This is an optimization exercise on Yosys and OpenROAD, whose aim is small area, not a production implementation. The RTL was checked by simulation tests, not by an equivalence proof against the original design. Power is estimated from default activity; no workload was simulated.

== old ==
// CONTROLLER
module CONTROLLER(
input CONTROLLER_Reset,
input CONTROLLER_Clock,
output [11:0]rom_addr,
output rom_rd,
input [7:0]rom_data,
output [7:0]P0,
output [7:0]P1,
output [7:0]P2,
output [7:0]P3,
output [7:0]SP,
output [7:0]A,
output [15:0]PC,
output [7:0]PSW,
output [1:0]Current_Phase,
output [3:0]Current_State
);
Size in the first run: roughly 3,200 cells after synthesis, roughly 1,100 flip-flops, about 100 I/O pins, roughly 47,000 sq um of cells after synthesis.
Settings: LEC_CHECK=0, CAP_MARGIN=20, CORE_MARGIN=2, CORE_UTILIZATION=60, CTS_BUF_LIST=sky130_fd_sc_hd__clkbuf_8, CTS_CLUSTER_DIAMETER=50, CTS_CLUSTER_SIZE=18, PLACE_DENSITY=0.7, SLEW_MARGIN=20, SYNTH_HIERARCHICAL=1; clock period 20.0 ns.
standard.sh (not shown) runs the stock make flow with config.mk's settings and CLKGATE_MAP_FILE= SYNTH_SCRIPT=/design/flow/synth_recipe.tcl, a recipe that flattens the netlist after the stock synthesis.
==> flow/flow/run.sh <==
#!/bin/bash
# The standard layout flow (standard.sh, unchanged synthesis), with two settings changed:
#  - the port buffers that global placement inserts are sky130_fd_sc_hd__buf_1
#    (every input and output port still gets its own buffer);
#  - clock tree synthesis runs with the same options as the standard flow's
#    (clustering 18 sinks / 50 um, clkbuf_8), but without dummy loads.
set -o pipefail
export BUFFER_PORTS_ARGS="-buffer_cell sky130_fd_sc_hd__buf_1"
export CTS_ARGS="-sink_clustering_enable -repair_clock_nets -sink_clustering_size 18 -sink_clustering_max_diameter 50 -buf_list sky130_fd_sc_hd__clkbuf_8 -dont_use_dummy_load"
bash standard.sh > standard_flow.log 2>&1
status=$?
tail -20 standard_flow.log
exit $status
old: no failed stages, no open violations at the end
## Diff of input files: new against old
==> flow/run.sh (new file) <==
#!/bin/bash
# synth_recipe.tcl (not shown) runs the flow's synth.tcl, then flattens the netlist and writes it again
# the make line also repeats each setting of config.mk as NAME=value (left out here)
make -C /OpenROAD-flow-scripts/flow DESIGN_CONFIG=/design/flow/config.mk WORK_HOME=/design/flow/orfs CLKGATE_MAP_FILE= SYNTH_SCRIPT=/design/flow/synth_recipe.tcl finish
removed: flow/flow/run.sh
removed: flow/standard.sh
--- outcome ---
old finished every step from synthesis to the final layout, and the layout passed the timing, design-rule and antenna checks. new: all stages complete, timing, DRC and antenna checks passed. Changes observed in new relative to old: slack of the worst reg-to-reg path now smaller, worst setup slack increased by 0.24 ns relative to the old numbers, clock-pin slew on the worst setup and hold paths shows an increase of 0.03 ns. Relative to old, the global-route track usage on met3 of new is higher by 0.39 points. old -> new: power in the clock group increased by more than a quarter. Between new and old, the difference in detailed-route wire length is negligible. Compared with old, new improves first-pass GRT wire length. Summary: with old as the reference, total power in new moved up by a little under 10%. Compared with old, new shows a higher proportion of total power due to net switching. Re layout cell share with drive strength beyond 1: new is 1.3 points up on old.


## build 43
Another version of the RTL of CONTROLLER (not shown whole).
Size in the first run: ~4200 cells after synthesis, ~100 I/O pins.
## CONTROLLER
module CONTROLLER(
input CONTROLLER_Reset,
input CONTROLLER_Clock,
output [11:0]rom_addr,
output rom_rd,
input [7:0]rom_data,
output [7:0]P0,
output [7:0]P1,
output [7:0]P2,
output [7:0]P3,
output [7:0]SP,
output [7:0]A,
output [15:0]PC,
output [7:0]PSW,
output [1:0]Current_Phase,
output [3:0]Current_State
);
clock: 20.0 ns
lec_check: 0
cap_margin: 20
core_margin: 2
core_utilization: 70
place_density: 0.8
slew_margin: 20
synth_hierarchical: 1
==> flow/flow/run.sh <==
#!/bin/bash
# The standard layout flow (standard.sh, unchanged synthesis), with two settings changed:
#  - the port buffers that global placement inserts are sky130_fd_sc_hd__buf_1
#    (every input and output port still gets its own buffer);
#  - clock tree synthesis clusters at most 8 sinks within 30 um per clkbuf_4 leaf
#    buffer, and inserts no dummy loads.
set -o pipefail
export BUFFER_PORTS_ARGS="-buffer_cell sky130_fd_sc_hd__buf_1"
export CTS_ARGS="-sink_clustering_enable -repair_clock_nets -sink_clustering_size 8 -sink_clustering_max_diameter 30 -buf_list sky130_fd_sc_hd__clkbuf_4 -dont_use_dummy_load"
bash standard.sh > standard_flow.log 2>&1
status=$?
tail -20 standard_flow.log
exit $status
Build 43: done, clean on timing, DRC and antenna
Inputs modified between build 43 and build 46:
==> flow/flow/run.sh <==
#!/bin/bash
# The standard layout flow (standard.sh, unchanged synthesis), with two settings changed:
#  - the port buffers that global placement inserts are sky130_fd_sc_hd__buf_1
#    (every input and output port still gets its own buffer);
#  - clock tree synthesis clusters at most 10 sinks within 40 um per clkbuf_4 leaf
#    buffer, and inserts no dummy loads.
set -o pipefail
export BUFFER_PORTS_ARGS="-buffer_cell sky130_fd_sc_hd__buf_1"
export CTS_ARGS="-sink_clustering_enable -repair_clock_nets -sink_clustering_size 10 -sink_clustering_max_diameter 40 -buf_list sky130_fd_sc_hd__clkbuf_4 -dont_use_dummy_load"
bash standard.sh > standard_flow.log 2>&1
status=$?
tail -20 standard_flow.log
exit $status
[summary]
- Of build 46 and build 43, the lower global-route wire length before repair belongs to build 46.
- Summary of build 46 over build 43: sequential fraction of total cell area now sits higher, clock network fraction of total power now sits lower.
- Against build 43, clock period minus final worst setup slack in build 46 came out worse.
- Cell internal power dissipation (build 46 vs. build 43) decreases by a few percent
- Delta (build 46 minus build 43): overall power of the completed layout -120 uW; highest achievable clock rate saw a decrease.

==> re-timing with driven ports <==
How much do the figures lean on ideal ports? The routed layouts below were timed once more, with nothing changed but the port constraints. Step 1: set_driving_cell puts a clkbuf_16 on CONTROLLER_Clock and a buf_2 on each other input, an assumption about the parent block. Step 2 times the ports against the registers' clock, not the clock port: input delays grow and output delays shrink by t, the midpoint of the rising clock arrivals with the driver on. Three values: ideal, step 1, step 2; two values: the first two.
| run | t, ns | setup WS [ns] | worst setup path at the end | worst register clock-pin slew, ns | worst slew at a driven data input, ns |
|---|---|---|---|---|---|
| old | 0.767 | 11.243 / 11.290 / 10.523 | input to register | 0.11 / 0.11 | 0.04 |
| new | 0.799 | 11.486 / 11.515 / 10.716 | input to register | 0.11 / 0.11 | 0.04 |
| build 43 | 1.114 | 11.012 / 11.056 / 9.942 | input to register | 0.10 / 0.10 | 0.06 |
| build 46 | 1.084 | 10.983 / 11.027 / 9.943 | input to register | 0.11 / 0.11 | 0.06 |
After both steps setup and hold are still met in every run listed. For build 43, which loses most, drivers alone change the setup slack by +0.044 ns; drivers and shift together by -1.070 ns.
